From an optimization exercise on the open Yosys and OpenROAD flow, aimed at small area and a short achievable clock period; shortcuts taken in it are not production practice.
At most, simulation tests tie the RTL to the original design; equivalence was not proved.
The RTL of runs 1 and 2 was laid out without a check of its function.
No activity file was given, so power comes from the tool's default toggle rates.

--- flow/run.sh ---
#!/bin/bash
# Standard layout, with plain buf_1 cells as the port buffers.
export BUFFER_PORTS_ARGS="-buffer_cell sky130_fd_sc_hd__buf_1"
bash standard.sh > standard.log 2>&1
--- standard.sh ---
#!/bin/bash
# synth_recipe.tcl (not shown) runs the flow's synth.tcl, then flattens the netlist and writes it again
# the make line also repeats each setting of config.mk as NAME=value (left out here)
make -C /OpenROAD-flow-scripts/flow DESIGN_CONFIG=/design/flow/config.mk WORK_HOME=/design/flow/orfs CLKGATE_MAP_FILE= SYNTH_SCRIPT=/design/flow/synth_recipe.tcl "${@:-finish}"
--- config.mk ---
export PLATFORM = sky130hd
export DESIGN_NAME = adder
export DESIGN_NICKNAME = adder
export VERILOG_FILES = /design/flow/design.v
export SDC_FILE = /design/flow/constraint.sdc
export NUM_CORES = 4
export LEC_CHECK = 0
export ABC_AREA = 1
export CAP_MARGIN = 20
export CORE_MARGIN = 2
export CORE_UTILIZATION = 40
export CTS_BUF_LIST = sky130_fd_sc_hd__clkbuf_4 sky130_fd_sc_hd__clkbuf_8
export SETUP_SLACK_MARGIN = 1.5
export SLEW_MARGIN = 20
--- constraint.sdc ---
create_clock -name core_clock -period 4.0 [get_ports {clk}]
set_input_delay 0.8000 -clock core_clock [delete_from_list [all_inputs] [get_ports {clk}]]
set_output_delay 0.8000 -clock core_clock [all_outputs]
set_load 0.01 [all_outputs]
--- design.v ---
module adder(clk, rst, in_valid, operand_1, operand_2, out_valid, Sum);
input clk;
input rst;
input in_valid;
input [31:0] operand_1;
input [31:0] operand_2;
output out_valid;
output [31:0] Sum;
reg [1:0] valid;
always @(posedge clk)
    if (rst) valid <= 0;
    else valid <= {valid[0:0], in_valid};
assign out_valid = valid[1];
wire [30:0] op2_iw = operand_2[30:0];
wire [31:0] a = operand_1;
wire [30:0] b = op2_iw;
wire [8:0] d12 = {1'b0, a[30:23]} - {1'b0, b[30:23]};
wire [7:0] d21 = b[30:23] - a[30:23];
wire [7:0] cgt = a[30:23] & ~b[30:23];
wire [7:0] ceq = ~(a[30:23] ^ b[30:23]);
wire [3:0] cgt1, ceq1;
wire [1:0] cgt2, ceq2;
genvar ci;
generate for (ci = 0; ci < 4; ci = ci + 1) begin : cmp1
    assign cgt1[ci] = cgt[2*ci+1] | (ceq[2*ci+1] & cgt[2*ci]);
    assign ceq1[ci] = ceq[2*ci+1] & ceq[2*ci];
end endgenerate
generate for (ci = 0; ci < 2; ci = ci + 1) begin : cmp2
    assign cgt2[ci] = cgt1[2*ci+1] | (ceq1[2*ci+1] & cgt1[2*ci]);
    assign ceq2[ci] = ceq1[2*ci+1] & ceq1[2*ci];
end endgenerate
wire ge = cgt2[1] | (ceq2[1] & (cgt2[0] | ceq2[0]));
wire [7:0] dd = ge ? d12[7:0] : d21;
wire [0:0] sgn_aw = a[31];
wire [7:0] emax_aw = ge ? a[30:23] : b[30:23];
wire [22:0] fb_aw = ge ? a[22:0] : b[22:0];
wire [22:0] fs_aw = ge ? b[22:0] : a[22:0];
wire [4:0] sh_aw = dd[4:0];
wire [0:0] shz_aw = (dd[7:5] != 3'd0) || (dd[4:3] == 2'b11);
wire [23:0] pa = {1'b1, a[22:0]} >> d21[1:0];
wire [23:0] pb = {1'b1, b[22:0]} >> d12[1:0];
wire [23:0] fsp = ge ? pb : pa;
wire [23:0] x2 = fsp;
wire [23:0] x3 = sh_aw[2] ? (x2 >> 4) : x2;
reg [0:0] sgn_s3;
reg [7:0] emax_s3;
reg [22:0] fb_s3;
reg [23:0] xs_s3;
reg [4:0] sh_s3;
reg [0:0] shz_s3;
always @(posedge clk) begin
    sgn_s3 <= sgn_aw;
    emax_s3 <= emax_aw;
    fb_s3 <= fb_aw;
    xs_s3 <= x3;
    sh_s3 <= sh_aw;
    shz_s3 <= shz_aw;
end
wire [23:0] xz3 = shz_s3 ? 24'd0 : xs_s3;
wire [23:0] x4 = sh_s3[3] ? (xz3 >> 8) : xz3;
wire [23:0] x5 = sh_s3[4] ? (x4 >> 16) : x4;
wire [23:0] sml = x5;
wire [24:0] ms;
madd u_madd(.a({1'b1, fb_s3}), .b(sml), .s(ms));
reg [0:0] sgn_c;
reg [7:0] emax_c;
reg [23:0] ms_c;
always @(posedge clk) begin
    sgn_c <= sgn_s3;
    emax_c <= emax_s3;
    ms_c <= ms[24:1];
end
wire [23:0] msn = ms_c;
wire [7:0] e = emax_c + {7'd0, msn[23]};
wire [22:0] f = msn[23] ? msn[22:0] : {msn[21:0], 1'b0};
wire [31:0] res_dw = {sgn_c, e, f};
assign Sum = res_dw;
endmodule
module madd(a, b, s);
input [23:0] a;
input [23:0] b;
output [24:0] s;
wire [23:0] g0 = a & b;
wire [23:0] p0 = a ^ b;
wire g1_1 = g0[1] | (p0[1] & g0[0]);
wire p1_1 = p0[1] & p0[0];
wire g3_1 = g0[3] | (p0[3] & g0[2]);
wire p3_1 = p0[3] & p0[2];
wire g5_1 = g0[5] | (p0[5] & g0[4]);
wire p5_1 = p0[5] & p0[4];
wire g7_1 = g0[7] | (p0[7] & g0[6]);
wire p7_1 = p0[7] & p0[6];
wire g9_1 = g0[9] | (p0[9] & g0[8]);
wire p9_1 = p0[9] & p0[8];
wire g11_1 = g0[11] | (p0[11] & g0[10]);
wire p11_1 = p0[11] & p0[10];
wire g13_1 = g0[13] | (p0[13] & g0[12]);
wire p13_1 = p0[13] & p0[12];
wire g15_1 = g0[15] | (p0[15] & g0[14]);
wire p15_1 = p0[15] & p0[14];
wire g17_1 = g0[17] | (p0[17] & g0[16]);
wire p17_1 = p0[17] & p0[16];
wire g19_1 = g0[19] | (p0[19] & g0[18]);
wire p19_1 = p0[19] & p0[18];
wire g21_1 = g0[21] | (p0[21] & g0[20]);
wire p21_1 = p0[21] & p0[20];
wire g23_1 = g0[23] | (p0[23] & g0[22]);
wire p23_1 = p0[23] & p0[22];
wire g2_1 = g0[2] | (p0[2] & g1_1);
wire p2_1 = p0[2] & p1_1;
wire g3_2 = g3_1 | (p3_1 & g1_1);
wire p3_2 = p3_1 & p1_1;
wire g6_1 = g0[6] | (p0[6] & g5_1);
wire p6_1 = p0[6] & p5_1;
wire g7_2 = g7_1 | (p7_1 & g5_1);
wire p7_2 = p7_1 & p5_1;
wire g10_1 = g0[10] | (p0[10] & g9_1);
wire p10_1 = p0[10] & p9_1;
wire g11_2 = g11_1 | (p11_1 & g9_1);
wire p11_2 = p11_1 & p9_1;
wire g14_1 = g0[14] | (p0[14] & g13_1);
wire p14_1 = p0[14] & p13_1;
wire g15_2 = g15_1 | (p15_1 & g13_1);
wire p15_2 = p15_1 & p13_1;
wire g18_1 = g0[18] | (p0[18] & g17_1);
wire p18_1 = p0[18] & p17_1;
wire g19_2 = g19_1 | (p19_1 & g17_1);
wire p19_2 = p19_1 & p17_1;
wire g22_1 = g0[22] | (p0[22] & g21_1);
wire p22_1 = p0[22] & p21_1;
wire g23_2 = g23_1 | (p23_1 & g21_1);
wire p23_2 = p23_1 & p21_1;
wire g4_1 = g0[4] | (p0[4] & g3_2);
wire p4_1 = p0[4] & p3_2;
wire g5_2 = g5_1 | (p5_1 & g3_2);
wire p5_2 = p5_1 & p3_2;
wire g6_2 = g6_1 | (p6_1 & g3_2);
wire p6_2 = p6_1 & p3_2;
wire g7_3 = g7_2 | (p7_2 & g3_2);
wire p7_3 = p7_2 & p3_2;
wire g12_1 = g0[12] | (p0[12] & g11_2);
wire p12_1 = p0[12] & p11_2;
wire g13_2 = g13_1 | (p13_1 & g11_2);
wire p13_2 = p13_1 & p11_2;
wire g14_2 = g14_1 | (p14_1 & g11_2);
wire p14_2 = p14_1 & p11_2;
wire g15_3 = g15_2 | (p15_2 & g11_2);
wire p15_3 = p15_2 & p11_2;
wire g20_1 = g0[20] | (p0[20] & g19_2);
wire p20_1 = p0[20] & p19_2;
wire g21_2 = g21_1 | (p21_1 & g19_2);
wire p21_2 = p21_1 & p19_2;
wire g22_2 = g22_1 | (p22_1 & g19_2);
wire p22_2 = p22_1 & p19_2;
wire g23_3 = g23_2 | (p23_2 & g19_2);
wire p23_3 = p23_2 & p19_2;
wire g8_1 = g0[8] | (p0[8] & g7_3);
wire p8_1 = p0[8] & p7_3;
wire g9_2 = g9_1 | (p9_1 & g7_3);
wire p9_2 = p9_1 & p7_3;
wire g10_2 = g10_1 | (p10_1 & g7_3);
wire p10_2 = p10_1 & p7_3;
wire g11_3 = g11_2 | (p11_2 & g7_3);
wire p11_3 = p11_2 & p7_3;
wire g12_2 = g12_1 | (p12_1 & g7_3);
wire p12_2 = p12_1 & p7_3;
wire g13_3 = g13_2 | (p13_2 & g7_3);
wire p13_3 = p13_2 & p7_3;
wire g14_3 = g14_2 | (p14_2 & g7_3);
wire p14_3 = p14_2 & p7_3;
wire g15_4 = g15_3 | (p15_3 & g7_3);
wire p15_4 = p15_3 & p7_3;
wire g16_1 = g0[16] | (p0[16] & g15_4);
wire p16_1 = p0[16] & p15_4;
wire g17_2 = g17_1 | (p17_1 & g15_4);
wire p17_2 = p17_1 & p15_4;
wire g18_2 = g18_1 | (p18_1 & g15_4);
wire p18_2 = p18_1 & p15_4;
wire g19_3 = g19_2 | (p19_2 & g15_4);
wire p19_3 = p19_2 & p15_4;
wire g20_2 = g20_1 | (p20_1 & g15_4);
wire p20_2 = p20_1 & p15_4;
wire g21_3 = g21_2 | (p21_2 & g15_4);
wire p21_3 = p21_2 & p15_4;
wire g22_3 = g22_2 | (p22_2 & g15_4);
wire p22_3 = p22_2 & p15_4;
wire g23_4 = g23_3 | (p23_3 & g15_4);
wire p23_4 = p23_3 & p15_4;
assign s[0] = p0[0];
assign s[1] = p0[1] ^ g0[0];
assign s[2] = p0[2] ^ g1_1;
assign s[3] = p0[3] ^ g2_1;
assign s[4] = p0[4] ^ g3_2;
assign s[5] = p0[5] ^ g4_1;
assign s[6] = p0[6] ^ g5_2;
assign s[7] = p0[7] ^ g6_2;
assign s[8] = p0[8] ^ g7_3;
assign s[9] = p0[9] ^ g8_1;
assign s[10] = p0[10] ^ g9_2;
assign s[11] = p0[11] ^ g10_2;
assign s[12] = p0[12] ^ g11_3;
assign s[13] = p0[13] ^ g12_2;
assign s[14] = p0[14] ^ g13_3;
assign s[15] = p0[15] ^ g14_3;
assign s[16] = p0[16] ^ g15_4;
assign s[17] = p0[17] ^ g16_1;
assign s[18] = p0[18] ^ g17_2;
assign s[19] = p0[19] ^ g18_2;
assign s[20] = p0[20] ^ g19_3;
assign s[21] = p0[21] ^ g20_2;
assign s[22] = p0[22] ^ g21_3;
assign s[23] = p0[23] ^ g22_3;
assign s[24] = g23_4;
endmodule
==> results of run 1 <==
[timing repair]
action	4_1_cts	5_1_grt
gates cloned	1	4
gates resized for setup	33	38
hold buffers	0	0
buffers inserted	2	5
setup endpoints to repair	53	39
pin swaps	2	5
[cell families after synthesis]
| logic type | share of synthesized area (%) |
|---|---|
| XOR/XNOR | 2.71 |
| AO/OA/AOI/OAI | 15.3 |
| flip-flops | 29.1 |
| AND/OR/NAND/NOR | 29.6 |
| multiplexers | 2.01 |
| adder cells (fa/ha/maj) | 9.52 |
| buffers and inverters | 11.8 |
[registers in the layout, indices dropped and copies added, names as in the netlist]
name / cells
ms_c: 24
sh_s3: 2
fb_s3: 23
shz_s3: 1
sgn_s3: 1
valid: 2
sgn_c: 1
emax_c: 8
emax_s3: 8
xs_s3: 24
[synthesized netlist by cell type (2+ instances only)]
cell type  count
buf_2         10
dfxtp_1       94
nor2_1        91
xor2_1        14
inv_2          5
buf_4          4
inv_1        121
buf_8          2
nand2_4        2
o21bai_1       2
or2_2          2
o32ai_1        3
a22oi_1        3
nor3_1         2
o22ai_1        5
mux2i_1       13
ha_1          38
o21ai_1       26
o21ai_0       90
fa_1           7
xnor2_1        6
a21oi_1       39
nand4_1        4
o211ai_1       6
nand2_1      314
o21ai_2        4
clkbuf_1      22
buf_6          7
nand2_2        9
nand3_1       46
[final cells by class]
| class | count | area (sq um) | share of cell area (%) |
|---|---|---|---|
| antenna | 1 | 2.50 | 0.0337 |
| clock buffer | 9 | 124 | 1.67 |
| clock inverter | 7 | 103 | 1.38 |
| inverter | 126 | 495 | 6.68 |
| multi-input combinational | 737 | 4000 | 53.9 |
| sequential | 94 | 1890 | 25.5 |
| tap | 216 | 270 | 3.64 |
| timing repair buffer | 112 | 518 | 6.98 |
| timing repair inverter | 2 | 15.0 | 0.202 |
[critical path, stage by stage]
cell and delay [ns]:
buf_1 0.10, inv_1 0.06, ha_1 0.21, fa_2 0.35, inv_1 0.10, nand2_1 0.07, nand2_2 0.06, nand2_2 0.09
nand2_4 0.13, nand2_8 0.12, buf_12 0.19, o21ai_0 0.38
[per-layer routing]
metal  part of all wire (%)  track usage (%)
met3                    3.8             2.89
met5                      0                0
met1                     55             28.4
met2                     40             25.8
met4                    1.2             4.59
[power by group through the flow]
stage	clock (mW)	combinational, mW	sequential, mW
4_1_cts	0.725	1.20	1.27
2_1_floorplan	0	0.914	1.24
5_1_grt	0.764	1.46	1.30
3_5_place_dp	0	1.16	1.29
6_report	0.704	1.28	1.27
3_3_place_gp	0	1.15	1.29
[path summary, 6_finish.rpt]
check	slack, ns	end	depth (start not counted)	startpoint
min	0.33	emax_c[4]	0	emax_s3[4]
max	1.54	fb_s3[19]	12	operand_2[23]
min reg2reg	0.33	emax_c[4]	0	emax_s3[4]
max reg2reg	1.60	ms_c[8]	10	shz_s3
==> summary.txt, run 1 <==
Run status
  • Outcome: finished clean

Clock tree
  • CTS tree: built
  • CTS Buffer Depth: 2
  • Clock latency on the worst-skew pair: 0.36 ns
  • Clk pin slew, worst setup/hold paths: 0.09 ns
  • Clock sink count: 94
  • H-tree depth: 3
  • Cts bufs inserted: 9
  • Root Buffer: clkbuf_8

Detailed routing
  • Final wirelength: 16.0 mm
  • Drt first-iter violations: 389
  • Detailed Routing Iterations Pass 1: 5
  • # DRC: 0
  • WL/cell: 12.3 um
  • Routed vias: 6078
  • Vias per std cell: 4.66
  • ANT nets after route: 0

Yosys
  • Seq/Total Area, Yosys: 29.1%
  • Primary FF master, synth: dfxtp_1
  • Avg Inst Size Synth: 6.47 sq um
  • Ys Warns: 1
  • Cell Area, Synth: 6470 sq um
  • Post-synth top area share: 29.1%
  • Post-synth EDFFs: 0
  • Ys async rst share: 0%
  • Post-synth top area cell: dfxtp_1
  • #FFs+latches synth: 94
  • Cells after Synth: 1000
  • Ranking of synthesized cells by area: dfxtp_1 (29%), nand2_1 (18%), ha_1 (7.4%)
  • Syn nets: 1112
  • Yosys cell types: 39

Timing
  • Final Cycle Share: 61.4%
  • Max Freq: 0.407 GHz
  • Count of final max-slew check failures: 0
  • Setup ws final: 1.54 ns
  • Final setup fails: 0
  • Total Neg Setup Slack: 0 ns
  • Worst Tran Pin Value: 0.460 ns
  • Fin. Hold Viols: 0
  • Hold Slack: 0.333 ns
  • Relative slew slack: 69.0%
  • Clock period minus worst slack: 2.46 ns
  • Clk_skew: 0.00687 ns
  • Unrepaired setup endpoints after global routing: true

GRT
  • Tot GR Track Use: 18.2%
  • Global-route wire length before repair: 26.1 mm
  • Vias in the first global route: 5365
  • GRT Residual Overflow: 0
  • Initial antenna violation count: 0
  • Largest net degree at the start of global routing: 81

Place
  • Post-place setup slack: 0.815 ns
  • Dpl cell area: 6880 sq um
  • IO buf count: 98
  • DP HPWL: 12.1 mm
  • Placed Instances: 1275
  • RD Place Congestion: 0.886

Power and ir drop
  • Worst ir drop on vdd: 0.237 mV
  • PwrDens: 439 nW/um^2
  • Leak: 3.66 nW
  • Combinational power share: 39.2%
  • Tot Pwr: 3.26 mW
  • Clk network pwr share: 21.6%
  • Internal power: 1.97 mW
  • Sw Share: 39.4%
  • Switch Pwr: 1.28 mW
  • Sequential cell fraction of total power: 39.1%

Floorplanning
  • # IOs: 100
  • FP Rows: 46
  • Die width: 131 um
  • Die ar.: 17200 sq um
  • Die Y: 131 um
  • Initial Util: 40.9%
  • Core footprint: 15800 sq um

Run
  • Max cap viols: 0

Finish
  • Layout cells sized above 1: 8.74%
  • Finished Cell Area: 7420 sq um
  • Most common cell after layout, fill and taps aside: nand2_1
  • Post-route insts no fill: 1304
  • Nets: 1194
  • Post-layout util: 46.9%
  • Most frequent cells in the layout: nand2_1 (307), inv_1 (116), buf_1 (96)
  • Area growth, synth to finish: 14.7%
  • Filler Cells Inserted: 1705

Worst setup path
  • Critical Path End Type: flop
  • CP required: 4.22 ns
  • Crit path DAT: 2.67 ns
  • CP Launch Type: input pin
  • CP Class: in -> reg
  • Critical Path Fanout Max: 37

Min path
  • HP Class: reg -> reg
==> run 2: changes to the inputs <==
--- a/design.v
+++ b/design.v
@@ -38,9 +38,8 @@
 wire [4:0] sh_aw = dd[4:0];
 wire [0:0] shz_aw = (dd[7:5] != 3'd0) || (dd[4:3] == 2'b11);
-wire [23:0] pa = {1'b1, a[22:0]} >> d21[1:0];
-wire [23:0] pb = {1'b1, b[22:0]} >> d12[1:0];
+wire [23:0] pa = {1'b1, a[22:0]} >> d21[2:0];
+wire [23:0] pb = {1'b1, b[22:0]} >> d12[2:0];
 wire [23:0] fsp = ge ? pb : pa;
-wire [23:0] x2 = fsp;
-wire [23:0] x3 = sh_aw[2] ? (x2 >> 4) : x2;
+wire [23:0] x3 = fsp;
 reg [0:0] sgn_s3;
 reg [7:0] emax_s3;
==> run 2 against run 1 <==
Still clean on timing, DRC and antenna. Sequential power barely moved. Sequential share of layout area fell by 1.4 points. Count of clock-buffer cells in the layout rose by 2. Combinational power rose by 18%. Maximum frequency barely moved. Global-route usage rose by 1.1 points. Core utilization rose by 2.4 points. Clock power fell by 9.5%. Via count rose by 7.7%. First-iteration DRC count rose by 16%. Highest routed layer unchanged.
==> summary.txt, run 2 <==
Run status
  • Outcome: finished clean (unchanged)

Clock tree
  • Clock latency on the worst-skew pair: 0.37 ns (was 0.36 ns)
  • Root Buffer: clkbuf_8 (unchanged)
  • CTS tree: built (unchanged)
  • Clock sink count: 94 (unchanged)
  • Cts bufs inserted: 9 (unchanged)
  • H-tree depth: 3 (unchanged)
  • CTS Hold Buffers Added: 0 (unchanged)
  • Clk pin slew, worst setup/hold paths: 0.09 ns (about the same)
  • CTS Buffer Depth: 2 (unchanged)

Min path
  • HP Class: reg -> reg (unchanged)
  • Hold_sp: sgn_s3 (was emax_s3[4])

Finish
  • Antenna diodes: 0 (was 1)
  • Layout cells sized above 1: 11.6% (was 8.74%)
  • Most common cell after layout, fill and taps aside: nand2_1 (unchanged)
  • Area growth, synth to finish: 19.9% (was 14.7%)
  • Most frequent cells in the layout: nand2_1 (350), inv_1 (112), buf_1 (96) (was nand2_1 (307), inv_1 (116), buf_1 (96))
  • Largest registers: ms_c x24, xs_s3 x24, fb_s3 x23 (unchanged)
  • Nets: 1250 (was 1194)
  • Finished Cell Area: 7860 sq um (was 7420 sq um)

GRT
  • Vias in the first global route: 5496 (was 5365)
  • Initial antenna violation count: 0 (unchanged)
  • GRT Residual Overflow: 0 (unchanged)
  • Tot GR Track Use: 19.3% (was 18.2%)
  • Global-route wire length before repair: 27.6 mm (was 26.1 mm)
  • Largest net degree at the start of global routing: 73 (was 81)

Yosys
  • Primary FF master, synth: dfxtp_1 (unchanged)
  • Ranking of synthesized cells by area: dfxtp_1 (29%), nand2_1 (21%), o21ai_0 (9.8%) (was dfxtp_1 (29%), nand2_1 (18%), ha_1 (7.4%))
  • Cell Area, Synth: 6550 sq um (was 6470 sq um)
  • Ys async rst share: 0% (unchanged)
  • Ys Warns: 1 (unchanged)
  • Avg Inst Size Synth: 6.35 sq um (was 6.47 sq um)
  • Yosys cell types: 38 (was 39)
  • Post-synth top area share: 28.7% (was 29.1%)
  • Post-synth EDFFs: 0 (unchanged)
  • Seq/Total Area, Yosys: 28.7% (was 29.1%)
  • Post-synth top area cell: dfxtp_1 (unchanged)
  • List of most frequent post-synthesis cells: nand2_1 (358), o21ai_0 (128), inv_1 (120), dfxtp_1 (94), nand3_1 (62) (was nand2_1 (314), inv_1 (121), dfxtp_1 (94), nor2_1 (91), o21ai_0 (90))
  • #FFs+latches synth: 94 (unchanged)
  • Syn nets: 1144 (was 1112)
  • Count leader, synth: nand2_1 (unchanged)
  • Cells after Synth: 1032 (was 1000)

Power and ir drop
  • Tot Pwr: 3.41 mW (was 3.26 mW)
  • Worst ir drop on vdd: 0.164 mV (was 0.237 mV)
  • Sequential cell fraction of total power: 37.1% (was 39.1%)
  • Sw Share: 40.3% (was 39.4%)
  • Leak: 3.78 nW (was 3.66 nW)
  • Switch Pwr: 1.37 mW (was 1.28 mW)
  • PwrDens: 434 nW/um^2 (was 439 nW/um^2)
  • Internal power: 2.04 mW (was 1.97 mW)
  • Clk network pwr share: 18.7% (was 21.6%)
  • Combinational power share: 44.3% (was 39.2%)

Floorplanning
  • Die Y: 132 um (was 131 um)
  • Die width: 132 um (was 131 um)
  • # IOs: 100 (unchanged)
  • Initial Util: 41.1% (was 40.9%)
  • Die ar.: 17400 sq um (was 17200 sq um)
  • Core footprint: 15900 sq um (was 15800 sq um)
  • FP Rows: 46 (unchanged)

Timing
  • Fin. Hold Viols: 0 (unchanged)
  • Clock period minus worst slack: 2.46 ns (about the same)
  • Clk_skew: 0.0111 ns (was 0.00687 ns)
  • Unrepaired setup endpoints after global routing: true (unchanged)
  • Relative slew slack: 69.0% (about the same)
  • Max Freq: 0.407 GHz (about the same)
  • Count of final max-slew check failures: 0 (unchanged)
  • Final Cycle Share: 61.4% (about the same)
  • Worst Tran Pin Value: 0.460 ns (about the same)
  • Final setup fails: 0 (unchanged)
  • Total Neg Setup Slack: 0 ns (unchanged)

Detailed routing
  • WL/cell: 13.1 um (was 12.3 um)
  • Final wirelength: 17.8 mm (was 16.0 mm)
  • ANT nets after route: 0 (unchanged)
  • Detailed Routing Iterations Pass 1: 5 (unchanged)
  • Vias per std cell: 4.81 (was 4.66)
  • Routed vias: 6543 (was 6078)
  • Drt first-iter violations: 453 (was 389)
  • # DRC: 0 (unchanged)

Worst setup path
  • Reg2reg start: sh_s3[3] (was shz_s3)
  • Critical Path End Type: flop (unchanged)
  • CP required: 4.25 ns (was 4.22 ns)
  • CP Class: reg -> reg (was in -> reg)
  • Worst setup path startpoint: sh_s3[3] (was operand_2[23])
  • Critical Path Fanout Max: 8 (was 37)
  • CP Launch Type: flop (was input pin)
  • Crit path DAT: 2.71 ns (was 2.67 ns)

Place
  • Dpl cell area: 6990 sq um (was 6880 sq um)
  • IO buf count: 98 (unchanged)
  • RD Place Congestion: 0.884 (was 0.886)
  • DP HPWL: 13.4 mm (was 12.1 mm)

Run
  • Max cap viols: 0 (unchanged)
## run 2: final timing paths
check / to / slack [ns] / depth (start not counted)
worst max register to register: ms_c[16] / 1.54 / 10
worst min register to register: sgn_c / 0.33 / 0
worst min-delay path: sgn_c / 0.33 / 0
worst max-delay path: ms_c[16] / 1.54 / 10
## run 2: cells by family after synthesis
family,count (synthesis),share of synthesized area [%]
AND/OR/NAND/NOR,488,29.8
AO/OA/AOI/OAI,210,17.4
XOR/XNOR,20,3.08
flip-flops,94,28.7
adder cells (fa/ha/maj),45,9.40
buffers and inverters,172,11.1
multiplexers,3,0.459
## run 2: critical path: stages (launching register included)
cell and delay (ns):
dfxtp_4 0.37, clkbuf_4 0.17, nand2_2 0.16, a22oi_1 0.27, ha_1 0.32, nand3_1 0.11, nand2_2 0.10, a21oi_2 0.20
nand2_4 0.08, fa_1 0.41, xor2_1 0.15
## run 2: power groups by stage
stage / Clock [mW] / Sequential (mW) / Combinational, mW
finish: 0.637 / 1.26 / 1.51
detailed placement: 0 / 1.29 / 1.25
floorplan: 0 / 1.24 / 0.946
global route: 0.701 / 1.29 / 1.70
CTS: 0.663 / 1.27 / 1.32
global placement: 0 / 1.29 / 1.24
## run 2: routing by layer
layer / vias up / global-route usage, % / share of wire (%)
li1: 3519 / - / -
met1: 2806 / 29.7 / 50
met2: 196 / 27.9 / 42
met3: 22 / 2.42 / 5.6
met4: 0 / 5.43 / 1.9
met5: - / 0 / 0
## run 2: layout make-up
type | count | area [sq um]
multi-input cells | 767 | 4200
repair inverters | 4 | 27.5
fillers | 1716 | 8090
clock buffers | 11 | 139
well taps | 216 | 270
clock inverters | 5 | 65.1
repair buffers | 138 | 771
flip-flops and latches | 94 | 1890
inverters | 124 | 485
## run 2: per-stage QoR
step	cells	hold WS (ns)	utilization (%)	worst slack (ns)
4_1_cts	1333	0.335	46.5	1.43
3_5_place_dp	1305	0.315	43.9	0.677
3_3_place_gp	1305	0.311	43.9	0.670
2_1_floorplan	1032	0.310	-	1.50
5_1_grt	1359	0.338	49.3	1.42
6_report	1359	0.331	49.3	1.54
## run 2: timing repair
item	CTS	global route
pin swaps	5	28
endpoints found under the setup margin	66	57
gates resized for setup	38	83
buffers inserted	10	21
cloned	2	5
==> run 3: changes to the inputs <==
--- a/design.v
+++ b/design.v
@@ -38,8 +38,8 @@
 wire [4:0] sh_aw = dd[4:0];
 wire [0:0] shz_aw = (dd[7:5] != 3'd0) || (dd[4:3] == 2'b11);
-wire [23:0] pa = {1'b1, a[22:0]} >> d21[2:0];
-wire [23:0] pb = {1'b1, b[22:0]} >> d12[2:0];
-wire [23:0] fsp = ge ? pb : pa;
-wire [23:0] x3 = fsp;
+wire [23:0] x0 = {1'b1, fs_aw};
+wire [23:0] x1 = sh_aw[0] ? (x0 >> 1) : x0;
+wire [23:0] x2 = sh_aw[1] ? (x1 >> 2) : x1;
+wire [23:0] x3 = sh_aw[2] ? (x2 >> 4) : x2;
 reg [0:0] sgn_s3;
 reg [7:0] emax_s3;
--- a/config.mk
+++ b/config.mk
@@ -11,4 +11,4 @@
 export CORE_UTILIZATION = 40
 export CTS_BUF_LIST = sky130_fd_sc_hd__clkbuf_4 sky130_fd_sc_hd__clkbuf_8
-export SETUP_SLACK_MARGIN = 1.5
+export SETUP_SLACK_MARGIN = 1.4
 export SLEW_MARGIN = 20
==> run 3 against run 2 <==
Still clean. First-iteration DRC count fell by 17%. Non-clock buffer count fell by 15. Via count fell by 10%. Worst setup slack got worse by 0.061 ns. Sequential cell count did not move. Critical path type unchanged. Largest cell class unchanged. Highest routed layer unchanged.
==> summary.txt, run 3 <==
Run status
  • Outcome: finished clean (unchanged)

Power and ir drop
  • Leak: 3.60 nW (was 3.78 nW)
  • Combinational power share: 40.2% (was 44.3%)
  • Clk network pwr share: 20.2% (was 18.7%)
  • Switch Pwr: 1.31 mW (was 1.37 mW)
  • PwrDens: 464 nW/um^2 (was 434 nW/um^2)
  • Internal power: 1.97 mW (was 2.04 mW)
  • Sequential cell fraction of total power: 39.6% (was 37.1%)
  • Sw Share: 40.0% (was 40.3%)
  • Worst ir drop on vdd: 0.203 mV (was 0.164 mV)
  • Tot Pwr: 3.29 mW (was 3.41 mW)

Yosys
  • Cells after Synth: 892 (was 1032)
  • Post-synth top area cell: dfxtp_1 (unchanged)
  • Ys async rst share: 0% (unchanged)
  • Count leader, synth: nand2_1 (unchanged)
  • Ys Warns: 1 (unchanged)
  • Primary FF master, synth: dfxtp_1 (unchanged)
  • Post-synth top area share: 31.6% (was 28.7%)
  • Seq/Total Area, Yosys: 31.6% (was 28.7%)
  • List of most frequent post-synthesis cells: nand2_1 (223), nand3_1 (174), inv_1 (127), dfxtp_1 (94), o21ai_0 (59) (was nand2_1 (358), o21ai_0 (128), inv_1 (120), dfxtp_1 (94), nand3_1 (62))
  • Post-synth EDFFs: 0 (unchanged)
  • Yosys cell types: 35 (was 38)
  • #FFs+latches synth: 94 (unchanged)
  • Avg Inst Size Synth: 6.67 sq um (was 6.35 sq um)
  • Cell Area, Synth: 5950 sq um (was 6550 sq um)
  • Ranking of synthesized cells by area: dfxtp_1 (32%), nand3_1 (15%), nand2_1 (14%) (was dfxtp_1 (29%), nand2_1 (21%), o21ai_0 (9.8%))
  • Syn nets: 1004 (was 1144)

Finish
  • Antenna diodes: 0 (unchanged)
  • Largest registers: ms_c x24, xs_s3 x24, fb_s3 x23 (unchanged)
  • Area growth, synth to finish: 19.1% (was 19.9%)
  • Most common cell after layout, fill and taps aside: nand2_1 (unchanged)
  • Filler Cells Inserted: 1530 (was 1716)
  • Layout cells sized above 1: 10.3% (was 11.6%)
  • Most frequent cells in the layout: nand2_1 (219), nand3_1 (164), inv_1 (122) (was nand2_1 (350), inv_1 (112), buf_1 (96))
  • Nets: 1108 (was 1250)

Worst setup path
  • Critical Path End Type: flop (unchanged)
  • Crit path DAT: 2.79 ns (was 2.71 ns)
  • Reg2reg start: sh_s3[4] (was sh_s3[3])
  • Critical Path Fanout Max: 12 (was 8)
  • CP Class: reg -> reg (unchanged)
  • Worst path slowest cell: fa_1 (unchanged)
  • CP Launch Type: flop (unchanged)
  • Flop2flop setup slack: 1.48 ns (was 1.54 ns)
  • Cell count of the worst reg-to-reg path: 10 (unchanged)
  • Reg-to-Reg End: ms_c[16] (unchanged)
  • Cell repeated most along the worst path: a21oi_1 (was nand2_2)
  • Crit path cell chain: nor2_2 -> inv_2 -> o32ai_2 -> ha_1 -> a21oi_1 -> o21ai_1 -> a21oi_1 -> nand3_2 -> fa_1 -> xor2_1 (was clkbuf_4 -> nand2_2 -> a22oi_1 -> ha_1 -> nand3_1 -> nand2_2 -> a21oi_2 -> nand2_4 -> fa_1 -> xor2_1)
  • CP max stage delay: 0.41 ns (about the same)
  • CP required: 4.28 ns (was 4.25 ns)

Detailed routing
  • Final wirelength: 15.0 mm (was 17.8 mm)
  • Detailed Routing Iterations Pass 1: 5 (unchanged)
  • Drt first-iter violations: 376 (was 453)
  • Routed vias: 5891 (was 6543)
  • WL/cell: 12.7 um (was 13.1 um)
  • # DRC: 0 (unchanged)
  • Vias per std cell: 4.97 (was 4.81)
  • ANT nets after route: 0 (unchanged)

Timing
  • Max Freq: 0.397 GHz (was 0.407 GHz)
  • Fin. Hold Viols: 0 (unchanged)
  • Clk_skew: 0.00975 ns (was 0.0111 ns)
  • Count of final max-slew check failures: 0 (unchanged)
  • Clock period minus worst slack: 2.52 ns (was 2.46 ns)
  • Total Neg Setup Slack: 0 ns (unchanged)
  • Final setup fails: 0 (unchanged)
  • Worst Tran Pin Value: 0.745 ns (was 0.460 ns)
  • Relative slew slack: 50.3% (was 69.0%)
  • Unrepaired setup endpoints after global routing: false (was true)
  • Final Cycle Share: 62.9% (was 61.4%)

Min path
  • Hold_sp: emax_s3[2] (was sgn_s3)
  • HP Class: reg -> reg (unchanged)
  • Hold worst-path end: emax_c[2] (was sgn_c)
  • Min-Delay Path Depth: 0 (unchanged)

Clock tree
  • Clk pin slew, worst setup/hold paths: 0.10 ns (was 0.09 ns)
  • CTS Buffer Depth: 2 (unchanged)
  • H-tree depth: 3 (unchanged)
  • CTS tree: built (unchanged)
  • Root Buffer: clkbuf_8 (unchanged)
  • Clock sink count: 94 (unchanged)
  • Clock latency on the worst-skew pair: 0.38 ns (was 0.37 ns)
  • Cts bufs inserted: 9 (unchanged)

GRT
  • Initial antenna violation count: 0 (unchanged)
  • Largest net degree at the start of global routing: 58 (was 73)
  • Tot GR Track Use: 18.1% (was 19.3%)
  • Vias in the first global route: 4845 (was 5496)
  • Global-route wire length before repair: 23.4 mm (was 27.6 mm)
  • GRT Residual Overflow: 0 (unchanged)

Floorplanning
  • # IOs: 100 (unchanged)
  • Initial Util: 41.0% (was 41.1%)
  • FP Rows: 44 (was 46)
  • Core footprint: 14500 sq um (was 15900 sq um)
  • Die ar.: 15900 sq um (was 17400 sq um)
  • Die width: 126 um (was 132 um)
  • Die Y: 126 um (was 132 um)

Place
  • RD Place Congestion: 0.862 (was 0.884)
  • DP HPWL: 11.2 mm (was 13.4 mm)
  • IO buf count: 98 (unchanged)

Run
  • Max cap viols: 0 (unchanged)
run 3: cell count changes in the layout (fill, tap and decap cells not counted), moves of 4 or more:
| cell | previous run | this run |
|---|---|---|
| buf_4 | 31 | 18 |
| o21ai_0 | 92 | 54 |
| a21oi_1 | 39 | 30 |
| o21ai_2 | 8 | 3 |
| o211ai_1 | 11 | 3 |
| nand3_2 | 5 | 9 |
| o21ai_1 | 27 | 3 |
| nand3_1 | 58 | 164 |
| nand2_1 | 350 | 219 |
| inv_1 | 112 | 122 |
| o22ai_1 | 4 | 0 |
| a31oi_1 | 9 | 0 |
| nand2_2 | 11 | 3 |
| nor2_1 | 50 | 39 |
run 3: power by group through the flow:
stage               registers, mW  logic, mW  clock network [mW]
floorplan                    1.27      0.899                   0
global placement             1.31       1.17                   0
detailed placement           1.31       1.17                   0
CTS                          1.29       1.23               0.684
global route                 1.33       1.50               0.717
finish                       1.30       1.32               0.665
run 3: area by class of cell:
type,count,area [sq um],area share [%]
Multi-Input combinational cell,635,3600,50.8
Sequential cell,94,1890,26.7
Timing Repair Buffer,123,628,8.86
Inverter,130,499,7.04
Tap cell,184,230,3.25
Clock buffer,9,124,1.75
Clock inverter,7,88.8,1.25
Timing Repair inverter,3,22.5,0.318
run 3: cells by family after synthesis:
group | count (synthesis) | synth area share [%]
compound gates | 116 | 11.2
xor+xnor | 20 | 2.94
fa+ha+maj | 45 | 10.3
buf+inv | 167 | 11.4
flops | 94 | 31.6
simple gates | 450 | 32.5
run 3: layer usage:
layer	wire length (um)	share of wire, %	GRT usage, %
met1	7270	48	25.9
met2	6740	45	28.6
met3	878	5.8	3.14
met4	144	0.96	4.27
met5	0	0	0
run 3: metrics by stage:
step / area (sq um) / hold slack (ns) / setup slack (ns) / std cells / utilization [%]
6_report: 7090 / 0.334 / 1.48 / 1185 / 48.8
5_1_grt: 7090 / 0.342 / 1.37 / 1185 / 48.8
4_1_cts: 6800 / 0.333 / 1.41 / 1170 / 46.8
3_5_place_dp: 6430 / 0.312 / 0.719 / 1145 / 44.2
3_3_place_gp: 6430 / 0.310 / 0.756 / 1145 / 44.2
2_1_floorplan: 5960 / 0.310 / 1.40 / 892 / -
run 3: critical path: cells and delay by family, from the launching register on:
family	cells	cell delay (ns)
compound gates	4	0.78
xor+xnor	1	0.15
fa+ha+maj	2	0.71
simple gates	2	0.27
flops	1	0.38
buf+inv	1	0.12
run 3: worst max path at each step:
stage	from	to	slack (ns)	cells past startpoint
after floorplan	sh_s3[3]	ms_c[16]	1.40	12
after global placement	operand_1[29]	xs_s3[6]	0.76	13
after detailed placement	operand_1[24]	xs_s3[14]	0.72	15
after CTS	sh_s3[4]	ms_c[16]	1.41	10
after global routing	operand_1[29]	xs_s3[10]	1.37	14
final	sh_s3[4]	ms_c[16]	1.48	10
run 3: repair_timing:
action	CTS	global route
gates resized for setup	29	41
hold buffers	0	0
buffers inserted	4	12
pin swaps	5	14
gates cloned	5	3
endpoints found under the setup margin	39	36
==> run 4: changes to the inputs <==
--- a/config.mk
+++ b/config.mk
@@ -11,4 +11,4 @@
 export CORE_UTILIZATION = 40
 export CTS_BUF_LIST = sky130_fd_sc_hd__clkbuf_4 sky130_fd_sc_hd__clkbuf_8
-export SETUP_SLACK_MARGIN = 1.4
+export SETUP_SLACK_MARGIN = 1.2
 export SLEW_MARGIN = 20
==> run 4 against run 3 <==
Clock skew about the same. Non-clock buffer count decreased by 15. Maximum frequency decreased by 5.0%. Critical path type is now in -> reg. Register-to-register slack got worse by 0.12 ns. Core utilization decreased by 1.7 points. Wire length decreased by 2.3%. Clock power decreased by 2%. Worst setup slack got worse by 0.13 ns. Sequential power about the same. Critical path depth increased by 3. Global-route usage increased by 0.49 points.
==> summary.txt, run 4 <==
Clock tree
  • CTS Buffer Depth: 2 (unchanged)
  • H-tree depth: 3 (unchanged)
  • Clock latency on the worst-skew pair: 0.38 ns (about the same)
  • Root Buffer: clkbuf_8 (unchanged)
  • Clk pin slew, worst setup/hold paths: 0.09 ns (was 0.10 ns)
  • CTS tree: built (unchanged)
  • Cts bufs inserted: 9 (unchanged)
  • Clock sink count: 94 (unchanged)
  • CTS Hold Buffers Added: 0 (unchanged)

Run status
  • Outcome: finished clean (unchanged)

Worst setup path
  • Critical Path End Type: flop (unchanged)
  • Flop2flop setup slack: 1.36 ns (was 1.48 ns)
  • Crit path cell chain: buf_1 -> inv_1 -> ha_1 -> nand2_1 -> nand2_1 -> a21oi_4 -> nand2_8 -> inv_4 -> nand3_1 -> nand2_4 -> clkinvlp_4 -> nand3_1 -> nand2_1 (was nor2_2 -> inv_2 -> o32ai_2 -> ha_1 -> a21oi_1 -> o21ai_1 -> a21oi_1 -> nand3_2 -> fa_1 -> xor2_1)
  • CP required: 4.28 ns (about the same)
  • Crit path DAT: 2.93 ns (was 2.79 ns)
  • Critical Path Fanout Max: 11 (was 12)
  • CP Class: in -> reg (was reg -> reg)
  • Cell repeated most along the worst path: nand2_1 (was a21oi_1)
  • CP max stage delay: 0.37 ns (was 0.41 ns)
  • Critical path's top delay family: simple AND/OR/NAND/NOR gates (was compound AO/OA/AOI/OAI gates)
  • Worst path slowest cell: ha_1 (was fa_1)
  • Crit path buf inv count: 4 (was 1)
  • CP Launch Type: input pin (was flop)

Detailed routing
  • # DRC: 0 (unchanged)
  • WL/cell: 12.6 um (was 12.7 um)
  • Detailed Routing Iterations Pass 1: 7 (was 5)
  • Drt first-iter violations: 428 (was 376)
  • Final wirelength: 14.7 mm (was 15.0 mm)
  • Vias per std cell: 4.79 (was 4.97)
  • Routed vias: 5596 (was 5891)
  • ANT nets after route: 0 (unchanged)

Yosys
  • Ranking of synthesized cells by area: dfxtp_1 (32%), nand3_1 (15%), nand2_1 (14%) (unchanged)
  • Count leader, synth: nand2_1 (unchanged)
  • Ys async rst share: 0% (unchanged)
  • Compound-Gate Fraction of Synth Area: 11.2% (unchanged)
  • List of most frequent post-synthesis cells: nand2_1 (223), nand3_1 (174), inv_1 (127), dfxtp_1 (94), o21ai_0 (59) (unchanged)
  • Seq/Total Area, Yosys: 31.6% (unchanged)
  • Post-Synth Simple-Gate Area: 32.5% (unchanged)
  • Ys Warns: 1 (unchanged)
  • Post-synth top area share: 31.6% (unchanged)
  • Cell Area, Synth: 5950 sq um (unchanged)
  • Multiplexer share of the synthesized area: 0% (unchanged)
  • Post-synth top area cell: dfxtp_1 (unchanged)
  • Xor/xnor share of the synthesized area: 2.94% (unchanged)
  • Yosys cell types: 35 (unchanged)
  • Adder-cell share of the synthesized area: 10.3% (unchanged)
  • Largest family of logic cells by synthesized area: simple AND/OR/NAND/NOR gates (unchanged)
  • Avg Inst Size Synth: 6.67 sq um (unchanged)
  • Cells after Synth: 892 (unchanged)
  • Primary FF master, synth: dfxtp_1 (unchanged)
  • Syn nets: 1004 (unchanged)
  • #FFs+latches synth: 94 (unchanged)
  • Post-synth EDFFs: 0 (unchanged)

Place
  • Placed Instances: 1145 (unchanged)
  • RD Place Congestion: 0.862 (about the same)
  • IO buf count: 98 (unchanged)
  • DP HPWL: 11.3 mm (was 11.2 mm)

Finish
  • Layout cells sized above 1: 6.19% (was 10.3%)
  • Most common cell after layout, fill and taps aside: nand2_1 (unchanged)
  • Post-layout util: 47.1% (was 48.8%)
  • Antenna diodes: 0 (unchanged)
  • Largest registers: ms_c x24, xs_s3 x24, fb_s3 x23 (unchanged)
  • Area growth, synth to finish: 15.0% (was 19.1%)
  • Nets: 1092 (was 1108)
  • Post-route insts no fill: 1169 (was 1185)
  • Most frequent cells in the layout: nand2_1 (221), nand3_1 (171), inv_1 (124) (was nand2_1 (219), nand3_1 (164), inv_1 (122))

Floorplanning
  • Die width: 126 um (unchanged)
  • Core footprint: 14500 sq um (unchanged)
  • Die ar.: 15900 sq um (unchanged)
  • # IOs: 100 (unchanged)
  • FP Rows: 44 (unchanged)
  • Die Y: 126 um (unchanged)
  • Initial Util: 41.0% (unchanged)

Timing
  • Final Cycle Share: 66.2% (was 62.9%)
  • Clock period minus worst slack: 2.65 ns (was 2.52 ns)
  • Total Neg Setup Slack: 0 ns (unchanged)
  • Count of final max-slew check failures: 0 (unchanged)
  • Relative slew slack: 50.4% (was 50.3%)
  • Final setup fails: 0 (unchanged)
  • Unrepaired setup endpoints after global routing: false (unchanged)
  • Worst Tran Pin Value: 0.743 ns (was 0.745 ns)
  • Clk_skew: 0.00988 ns (was 0.00975 ns)
  • Max Freq: 0.378 GHz (was 0.397 GHz)
  • Fin. Hold Viols: 0 (unchanged)

GRT
  • Largest net degree at the start of global routing: 58 (unchanged)
  • Tot GR Track Use: 18.6% (was 18.1%)
  • Vias in the first global route: 4887 (was 4845)
  • GRT Residual Overflow: 0 (unchanged)
  • Global-route wire length before repair: 23.9 mm (was 23.4 mm)
  • Initial antenna violation count: 0 (unchanged)

Power and ir drop
  • Worst ir drop on vdd: 0.163 mV (was 0.203 mV)
  • PwrDens: 466 nW/um^2 (was 464 nW/um^2)
  • Leak: 3.49 nW (was 3.60 nW)

Run
  • Max cap viols: 0 (unchanged)

Min path
  • HP Class: reg -> reg (unchanged)
run 4: through the flow:
stage	worst slack [ns]	total power, mW	hold WS, ns	cell area (sq um)
4_1_cts	1.17	3.18	0.330	6710
3_5_place_dp	0.695	2.48	0.312	6420
2_1_floorplan	1.27	2.16	0.310	5950
5_1_grt	1.19	3.47	0.338	6840
3_3_place_gp	0.737	2.47	0.310	6420
6_report	1.35	3.19	0.330	6840
run 4: report_power, final:
part | internal [mW] | switching [mW] | leakage (nW)
Clock | 0.310 | 0.342 | 0.105
Combinational | 0.440 | 0.812 | 2.59
Sequential | 1.18 | 0.110 | 0.791
run 4: final timing paths:
kind	start	cells after the start	endpoint
worst max register to register	sh_s3[3]	12	ms_c[16]
worst min register to register	emax_s3[7]	0	emax_c[7]
worst max-delay path	operand_1[28]	13	xs_s3[17]
worst min-delay path	emax_s3[7]	0	emax_c[7]
run 4: per-layer routing:
layer	wire length, um	share of wire [%]	vias to the layer above	global-route usage, %
li1	-	-	3050	-
met1	7330	50	2418	27.1
met2	6560	45	117	28.4
met3	639	4.3	11	3.14
met4	161	1.1	0	5.43
met5	0	0	-	0
run 4: layout make-up:
| class | instances | area (sq um) |
|---|---|---|
| well taps | 184 | 230 |
| clock inverters | 6 | 67.6 |
| multi-input cells | 634 | 3520 |
| repair buffers | 108 | 475 |
| repair inverters | 3 | 22.5 |
| inverters | 130 | 499 |
| fillers | 1521 | 7690 |
| flip-flops and latches | 94 | 1890 |
| clock buffers | 10 | 138 |
run 4: repair_timing:
action / CTS / global route
cloned: 4 / 2
setup buffers: 0 / 2
pin swaps: 1 / 3
endpoints found under the setup margin: 31 / 27
resized for setup: 19 / 23
run 4: logic make-up (layout without fill, tap and decap cells):
kind of cell	count (synthesis)	count (layout)
AO/OA/AOI/OAI	116	117
AND/OR/NAND/NOR	450	452
flip-flops	94	94
buffers and inverters	167	257
XOR/XNOR	20	20
adder cells (fa/ha/maj)	45	45
run 4: worst register-to-register path, cell delays in order, from the launching register on:
cell        delay (ns)
dfxtp_1           0.33
buf_6             0.17
clkinvlp_4        0.17
nor2_1            0.14
o22ai_2           0.10
ha_1              0.31
or2_2             0.30
nand3_1           0.10
nand3_2           0.14
nand3_2           0.12
nand3_4           0.11
fa_1              0.42
xor2_1            0.15
==> run 5: changes to the inputs <==
--- a/config.mk
+++ b/config.mk
@@ -7,8 +7,8 @@
 export LEC_CHECK = 0
 export ABC_AREA = 1
-export CAP_MARGIN = 20
+export CAP_MARGIN = 0
 export CORE_MARGIN = 2
 export CORE_UTILIZATION = 40
 export CTS_BUF_LIST = sky130_fd_sc_hd__clkbuf_4 sky130_fd_sc_hd__clkbuf_8
-export SETUP_SLACK_MARGIN = 1.2
-export SLEW_MARGIN = 20
+export SETUP_SLACK_MARGIN = 1.3
+export SLEW_MARGIN = 0
==> run 5 against run 4 <==
Still clean. Register-to-register slack improved by 0.07 ns. Die area did not move. Non-clock buffer count rose by 3. Clock skew rose by 0.00073 ns. Via count rose by 1.1%. Area after synthesis did not move. Critical path depth fell by 2. Cell count rose by 0.26%. Clock power fell by 8.3%. Sequential power barely moved. Wire length fell by 0.35%. Critical path type is now reg -> reg. Largest power group unchanged.
==> summary.txt, run 5 <==
Detailed routing
  • Drt first-iter violations: 402 (was 428)
  • Detailed Routing Iterations Pass 1: 5 (was 7)
  • Final wirelength: 14.6 mm (was 14.7 mm)
  • ANT nets after route: 0 (unchanged)
  • # DRC: 0 (unchanged)
  • Vias per std cell: 4.83 (was 4.79)
  • WL/cell: 12.5 um (was 12.6 um)
  • Routed vias: 5660 (was 5596)

Yosys
  • Cells after Synth: 892 (unchanged)
  • Ys Warns: 1 (unchanged)
  • Post-synth EDFFs: 0 (unchanged)
  • Seq/Total Area, Yosys: 31.6% (unchanged)
  • Post-Synth Simple-Gate Area: 32.5% (unchanged)
  • Compound-Gate Fraction of Synth Area: 11.2% (unchanged)
  • Post-synth top area cell: dfxtp_1 (unchanged)
  • Xor/xnor share of the synthesized area: 2.94% (unchanged)
  • Ys async rst share: 0% (unchanged)
  • #FFs+latches synth: 94 (unchanged)
  • Count leader, synth: nand2_1 (unchanged)
  • Cell Area, Synth: 5950 sq um (unchanged)
  • Primary FF master, synth: dfxtp_1 (unchanged)
  • Largest family of logic cells by synthesized area: simple AND/OR/NAND/NOR gates (unchanged)
  • Post-synth top area share: 31.6% (unchanged)
  • Multiplexer share of the synthesized area: 0% (unchanged)
  • Yosys cell types: 35 (unchanged)
  • Avg Inst Size Synth: 6.67 sq um (unchanged)
  • Adder-cell share of the synthesized area: 10.3% (unchanged)
  • Ranking of synthesized cells by area: dfxtp_1 (32%), nand3_1 (15%), nand2_1 (14%) (unchanged)
  • List of most frequent post-synthesis cells: nand2_1 (223), nand3_1 (174), inv_1 (127), dfxtp_1 (94), o21ai_0 (59) (unchanged)
  • Syn nets: 1004 (unchanged)

GRT
  • Largest net degree at the start of global routing: 58 (unchanged)
  • Initial antenna violation count: 0 (unchanged)
  • GRT Residual Overflow: 0 (unchanged)
  • Vias in the first global route: 4885 (was 4887)
  • Global-route wire length before repair: 23.9 mm (about the same)
  • Tot GR Track Use: 18.5% (was 18.6%)

Worst setup path
  • Crit path DAT: 2.83 ns (was 2.93 ns)
  • CP required: 4.26 ns (was 4.28 ns)
  • Critical Path Fanout Max: 18 (was 11)
  • CP Launch Type: flop (was input pin)
  • CP Class: reg -> reg (was in -> reg)
  • Critical Path End Type: flop (unchanged)

Clock tree
  • CTS tree: built (unchanged)
  • Clk pin slew, worst setup/hold paths: 0.09 ns (about the same)
  • H-tree depth: 3 (unchanged)
  • Cts bufs inserted: 9 (unchanged)
  • Clock sink count: 94 (unchanged)
  • Root Buffer: clkbuf_8 (unchanged)
  • Clock latency on the worst-skew pair: 0.37 ns (was 0.38 ns)
  • CTS Buffer Depth: 2 (unchanged)

Power and ir drop
  • PwrDens: 461 nW/um^2 (was 466 nW/um^2)
  • Worst ir drop on vdd: 0.174 mV (was 0.163 mV)
  • Leak: 3.50 nW (was 3.49 nW)

Timing
  • Worst Tran Pin Value: 0.719 ns (was 0.743 ns)
  • Hold Slack: 0.333 ns (was 0.330 ns)
  • Clk_skew: 0.0106 ns (was 0.00988 ns)
  • Count of final max-slew check failures: 0 (unchanged)
  • Final Cycle Share: 64.3% (was 66.2%)
  • Max Freq: 0.389 GHz (was 0.378 GHz)
  • Fin. Hold Viols: 0 (unchanged)
  • Clock period minus worst slack: 2.57 ns (was 2.65 ns)
  • Final setup fails: 0 (unchanged)
  • Relative slew slack: 52.0% (was 50.4%)
  • Unrepaired setup endpoints after global routing: false (unchanged)
  • Total Neg Setup Slack: 0 ns (unchanged)

Run status
  • Outcome: finished clean (unchanged)

Floorplanning
  • Die ar.: 15900 sq um (unchanged)
  • # IOs: 100 (unchanged)
  • Core footprint: 14500 sq um (unchanged)
  • FP Rows: 44 (unchanged)
  • Die width: 126 um (unchanged)
  • Initial Util: 41.0% (unchanged)
  • Die Y: 126 um (unchanged)

Finish
  • Finished Cell Area: 6840 sq um (about the same)
  • Layout cells sized above 1: 6.78% (was 6.19%)
  • Post-layout util: 47.1% (about the same)
  • Most frequent cells in the layout: nand2_1 (220), nand3_1 (171), inv_1 (124) (was nand2_1 (221), nand3_1 (171), inv_1 (124))
  • Nets: 1095 (was 1092)
  • Area growth, synth to finish: 15.0% (about the same)
  • Most common cell after layout, fill and taps aside: nand2_1 (unchanged)
  • Largest registers: ms_c x24, xs_s3 x24, fb_s3 x23 (unchanged)
  • Post-route insts no fill: 1172 (was 1169)
  • Antenna diodes: 0 (unchanged)

Place
  • RD Place Congestion: 0.847 (was 0.862)
  • Dpl cell area: 6420 sq um (unchanged)
  • IO buf count: 98 (unchanged)
  • DP HPWL: 11.2 mm (was 11.3 mm)
  • Placed Instances: 1145 (unchanged)

Min path
  • HP Class: reg -> reg (unchanged)

Run
  • Max cap viols: 0 (unchanged)
run 5: cell types whose count changed in the layout (fill, tap and decap cells not counted), sizes merged:
cell | before | now
buf | 107 | 110
inv | 129 | 131
bufinv | 1 | 0
clkbuf | 11 | 12
clkinv | 3 | 2
clkinvlp | 6 | 5
run 5: worst max-delay path, stage by stage (launching register included):
cell,delay [ns]
dfxtp_1,0.31
buf_6,0.15
nor2_2,0.12
inv_2,0.12
o32ai_1,0.27
ha_1,0.33
a21oi_2,0.18
o21ai_1,0.11
a21oi_1,0.18
nand3_2,0.12
fa_1,0.41
xor2_1,0.16
run 5: worst paths after layout:
path / start / endpoint / slack, ns / depth (start not counted)
min: emax_s3[7] / emax_c[7] / 0.33 / 0
min reg2reg: emax_s3[7] / emax_c[7] / 0.33 / 0
max reg2reg: sh_s3[3] / ms_c[16] / 1.43 / 11
max: sh_s3[3] / ms_c[16] / 1.43 / 11
run 5: kinds of logic (layout without fill, tap and decap cells):
kind of cell	Yosys count	in the layout
and+or+nand+nor	450	452
buffers and inverters	167	260
AOI/OAI and AO/OA	116	117
DFF	94	94
adders and majority gates	45	45
xor gates and xnor gates	20	20
run 5: metal layers:
metal  up-vias  GRT usage, %  share of wire, %
met5         -             0                 0
met4         0          4.07              0.69
met3         9          2.76               4.2
met2       133          28.1                43
met1      2460          27.9                52
li1       3058             -                 -
run 5: timing repair:
action                                 in CTS  in global routing
resized for setup                          23                 24
hold buffers                                0                  0
endpoints found under the hold margin       0                  0
gates cloned                                5                  1
setup endpoints to repair                  37                 34
setup buffers                               1                  4
pin swaps                                   2                  6
run 5: report_power, final:
group          switching (mW)  internal [mW]
clock                   0.333          0.264
sequential              0.113           1.18
combinational           0.815          0.446
total                    1.26           1.89
run 5: per-stage QoR:
| stage | total power, mW | setup slack [ns] |
|---|---|---|
| 6_report | 3.15 | 1.43 |
| 5_1_grt | 3.42 | 1.30 |
| 4_1_cts | 3.14 | 1.29 |
| 3_5_place_dp | 2.48 | 0.715 |
| 3_3_place_gp | 2.47 | 0.735 |
| 2_1_floorplan | 2.16 | 1.31 |
run 5: final cells by class:
class | instances | area [sq um]
clock inverter | 5 | 38.8
tap | 184 | 230
sequential | 94 | 1890
multi-input combinational | 634 | 3520
timing repair buffer | 111 | 490
fill | 1660 | 7690
inverter | 130 | 499
clock buffer | 11 | 151
timing repair inverter | 3 | 22.5
==> run 6: changes to the inputs <==
--- a/config.mk
+++ b/config.mk
@@ -7,8 +7,8 @@
 export LEC_CHECK = 0
 export ABC_AREA = 1
-export CAP_MARGIN = 0
+export CAP_MARGIN = 20
 export CORE_MARGIN = 2
-export CORE_UTILIZATION = 40
+export CORE_UTILIZATION = 30
 export CTS_BUF_LIST = sky130_fd_sc_hd__clkbuf_4 sky130_fd_sc_hd__clkbuf_8
 export SETUP_SLACK_MARGIN = 1.3
-export SLEW_MARGIN = 0
+export SLEW_MARGIN = 20
==> run 6 against run 5 <==
Worst setup slack lost 0.032 ns. Synthesized cell count is the same. Hold slack improved by 0.00058 ns. Clock power up 12%. Critical path type is now reg -> out.
==> summary.txt, run 6 <==
Clock tree
  • Root Buffer: clkbuf_8 (unchanged)
  • Clock sink count: 94 (unchanged)
  • CTS Hold Buffers Added: 0 (unchanged)
  • H-tree depth: 3 (unchanged)
  • Clock latency on the worst-skew pair: 0.36 ns (was 0.37 ns)
  • CTS Buffer Depth: 2 (unchanged)
  • Clk pin slew, worst setup/hold paths: 0.10 ns (was 0.09 ns)
  • CTS tree: built (unchanged)
  • Cts bufs inserted: 9 (unchanged)

Worst setup path
  • Critical Path Fanout Max: 23 (was 18)
  • CP Launch Type: flop (unchanged)
  • Cell repeated most along the worst path: ha_2
  • Worst path slowest cell: dfxtp_2 (was fa_1)
  • CP required: 3.20 ns (was 4.26 ns)
  • Crit path DAT: 1.81 ns (was 2.83 ns)
  • CP max stage delay: 0.37 ns (was 0.41 ns)
  • Crit path cell chain: buf_12 -> ha_2 -> ha_2 -> nand2_1 -> nor2_1 -> xor2_1 -> clkbuf_2 (was buf_6 -> nor2_2 -> inv_2 -> o32ai_1 -> ha_1 -> a21oi_2 -> o21ai_1 -> a21oi_1 -> nand3_2 -> fa_1 -> xor2_1)
  • CP Class: reg -> out (was reg -> reg)
  • Critical Path End Type: output pin (was flop)

GRT
  • GRT Residual Overflow: 0 (unchanged)
  • Initial antenna violation count: 0 (unchanged)
  • Global-route wire length before repair: 24.7 mm (was 23.9 mm)
  • Tot GR Track Use: 14.8% (was 18.5%)
  • Vias in the first global route: 5148 (was 4885)
  • Largest net degree at the start of global routing: 81 (was 58)

Timing
  • Total Neg Setup Slack: 0 ns (unchanged)
  • Clock period minus worst slack: 2.61 ns (was 2.57 ns)
  • Fin. Hold Viols: 0 (unchanged)
  • Count of final max-slew check failures: 0 (unchanged)
  • Hold Slack: 0.333 ns (about the same)
  • Worst Tran Pin Value: 0.759 ns (was 0.719 ns)
  • Max Freq: 0.384 GHz (was 0.389 GHz)
  • Final Cycle Share: 65.2% (was 64.3%)
  • Unrepaired setup endpoints after global routing: true (was false)
  • Final setup fails: 0 (unchanged)
  • Relative slew slack: 49.3% (was 52.0%)
  • Clk_skew: 0.0123 ns (was 0.0106 ns)

Detailed routing
  • # DRC: 0 (unchanged)
  • Drt first-iter violations: 372 (was 402)
  • Vias per std cell: 4.56 (was 4.83)
  • Final wirelength: 15.8 mm (was 14.6 mm)
  • ANT nets after route: 0 (unchanged)
  • Detailed Routing Iterations Pass 1: 5 (unchanged)
  • Routed vias: 5714 (was 5660)
  • WL/cell: 12.6 um (was 12.5 um)

Yosys
  • #FFs+latches synth: 94 (unchanged)
  • Post-synth EDFFs: 0 (unchanged)
  • Ranking of synthesized cells by area: dfxtp_1 (32%), nand3_1 (15%), nand2_1 (14%) (unchanged)
  • Cell Area, Synth: 5950 sq um (unchanged)
  • List of most frequent post-synthesis cells: nand2_1 (223), nand3_1 (174), inv_1 (127), dfxtp_1 (94), o21ai_0 (59) (unchanged)
  • Count leader, synth: nand2_1 (unchanged)
  • Post-synth top area cell: dfxtp_1 (unchanged)
  • Syn nets: 1004 (unchanged)
  • Ys Warns: 1 (unchanged)
  • Primary FF master, synth: dfxtp_1 (unchanged)
  • Ys async rst share: 0% (unchanged)
  • Avg Inst Size Synth: 6.67 sq um (unchanged)
  • Cells after Synth: 892 (unchanged)
  • Yosys cell types: 35 (unchanged)
  • Post-synth top area share: 31.6% (unchanged)
  • Seq/Total Area, Yosys: 31.6% (unchanged)

Run status
  • Outcome: finished clean (unchanged)

Finish
  • Layout cells sized above 1: 7.59% (was 6.78%)
  • Finished Cell Area: 7040 sq um (was 6840 sq um)
  • Largest registers: ms_c x24, xs_s3 x24, fb_s3 x23 (unchanged)
  • Most common cell after layout, fill and taps aside: nand2_1 (unchanged)
  • Most frequent cells in the layout: nand2_1 (217), nand3_1 (171), inv_1 (123) (was nand2_1 (220), nand3_1 (171), inv_1 (124))
  • Post-layout util: 36.2% (was 47.1%)
  • Area growth, synth to finish: 18.2% (was 15.0%)
  • Antenna diodes: 0 (unchanged)
  • Nets: 1095 (unchanged)

Floorplanning
  • Die width: 145 um (was 126 um)
  • Core footprint: 19500 sq um (was 14500 sq um)
  • # IOs: 100 (unchanged)
  • Die Y: 145 um (was 126 um)
  • Die ar.: 21000 sq um (was 15900 sq um)
  • Initial Util: 30.6% (was 41.0%)
  • FP Rows: 51 (was 44)

Run
  • Max cap viols: 0 (unchanged)

Power and ir drop
  • Leak: 3.52 nW (was 3.50 nW)
  • Worst ir drop on vdd: 0.175 mV (was 0.174 mV)
  • PwrDens: 463 nW/um^2 (was 461 nW/um^2)

Place
  • RD Place Congestion: 0.867 (was 0.847)
  • IO buf count: 98 (unchanged)
  • DP HPWL: 12.1 mm (was 11.2 mm)
  • Dpl cell area: 6530 sq um (was 6420 sq um)

Min path
  • HP Class: reg -> reg (unchanged)
==> run 6: cell counts after synthesis <==
No cell type changed its count.
==> run 6: layout make-up <==
cell class	instances	area, sq um
fill	2137	12400
multi-input combinational	632	3510
sequential	94	1890
timing repair buffer	113	569
inverter	130	499
tap	265	332
clock buffer	9	124
clock inverter	7	88.8
timing repair inverter	3	22.5
==> run 6: layer usage <==
layer | part of all wire [%] | wire, um | global-route usage (%)
met2 | 46 | 7320 | 24.6
met3 | 4.5 | 713 | 1.94
met5 | 0 | 0 | 0
met4 | 2.2 | 342 | 4.85
met1 | 47 | 7460 | 19.9
==> run 6: cell families (layout without fill, tap and decap cells) <==
| family | Yosys count | after routing | synth area share, % |
|---|---|---|---|
| AOI/OAI and AO/OA | 116 | 117 | 11.2 |
| xor gates and xnor gates | 20 | 20 | 2.94 |
| adders and majority gates | 45 | 45 | 10.3 |
| buffers and inverters | 167 | 262 | 11.4 |
| DFF | 94 | 94 | 31.6 |
| and+or+nand+nor | 450 | 450 | 32.5 |
==> run 6: report_power, final <==
| group | total [mW] | switching [mW] | internal [mW] |
|---|---|---|---|
| Clock | 0.672 | 0.370 | 0.302 |
| Sequential | 1.30 | 0.122 | 1.18 |
| Combinational | 1.28 | 0.820 | 0.458 |
| Total | 3.25 | 1.31 | 1.94 |
==> run 6: path summary, 6_finish.rpt <==
kind,slack [ns],endpoint,from,cells past startpoint
max,1.39,Sum[29],ms_c[23],7
max reg2reg,1.46,ms_c[16],sh_s3[3],11
min,0.33,emax_c[7],emax_s3[7],0
min reg2reg,0.33,emax_c[7],emax_s3[7],0
==> run 6: timing repair <==
item,CTS,global route
setup endpoints to repair,35,29
pin swaps,1,7
cloned,2,4
gates resized for setup,18,40
setup buffers,0,5
==> run 6: per-stage QoR <==
step	setup WS [ns]	std cells	power, mW
finish	1.39	1253	3.25
global route	1.29	1253	3.54
CTS	1.28	1244	3.21
detailed placement	0.819	1226	2.51
global placement	0.855	1226	2.49
floorplan	1.31	892	2.16
==> run 6: critical path, delay by kind of cell, from the launching register on <==
kind | cells | cell delay, ns
adder cells (fa/ha/maj) | 2 | 0.42
buffers and inverters | 2 | 0.31
AND/OR/NAND/NOR | 2 | 0.18
flip-flops | 1 | 0.37
XOR/XNOR | 1 | 0.16

-- afterwards: timing with drivers on the ports --
In the flow no input, the clock included, has a driving cell. The finished layouts below were timed again as built, in two steps. Step 1: set_driving_cell puts a clkbuf_16 on clk and a buf_2 on each other input, an assumption about the parent block. Step 2 adds t to the input delays and takes it off the output delays; t is the mean of the earliest and latest rising clock arrival at the registers after step 1. Input paths then give back, and output paths get back, about the clock's delay inside the block. Slacks: ideal ports / drivers / drivers and shift; pairs: ideal ports / drivers.
run | shift t [ns] | setup slack, ns | clock arrival spread, ns | slew at the worst register clock pin (ns) | worst data-port slew with drivers (ns)
run 1 | 0.392 | 1.544 / 1.539 / 1.147 | 0.009 / 0.010 | 0.10 / 0.10 | 0.04
run 2 | 0.393 | 1.545 / 1.545 / 1.167 | 0.012 / 0.013 | 0.09 / 0.09 | 0.04
run 3 | 0.407 | 1.484 / 1.484 / 1.130 | 0.010 / 0.010 | 0.10 / 0.10 | 0.04
run 4 | 0.406 | 1.352 / 1.348 / 0.953 | 0.011 / 0.012 | 0.09 / 0.09 | 0.04
run 5 | 0.398 | 1.426 / 1.426 / 1.077 | 0.010 / 0.011 | 0.09 / 0.09 | 0.04
run 6 | 0.392 | 1.394 / 1.359 / 1.081 | 0.015 / 0.014 | 0.10 / 0.10 | 0.06
After both steps setup and hold are still met in every run listed. For run 4, which loses most, drivers alone change the setup slack by -0.004 ns; drivers and shift together by -0.399 ns.
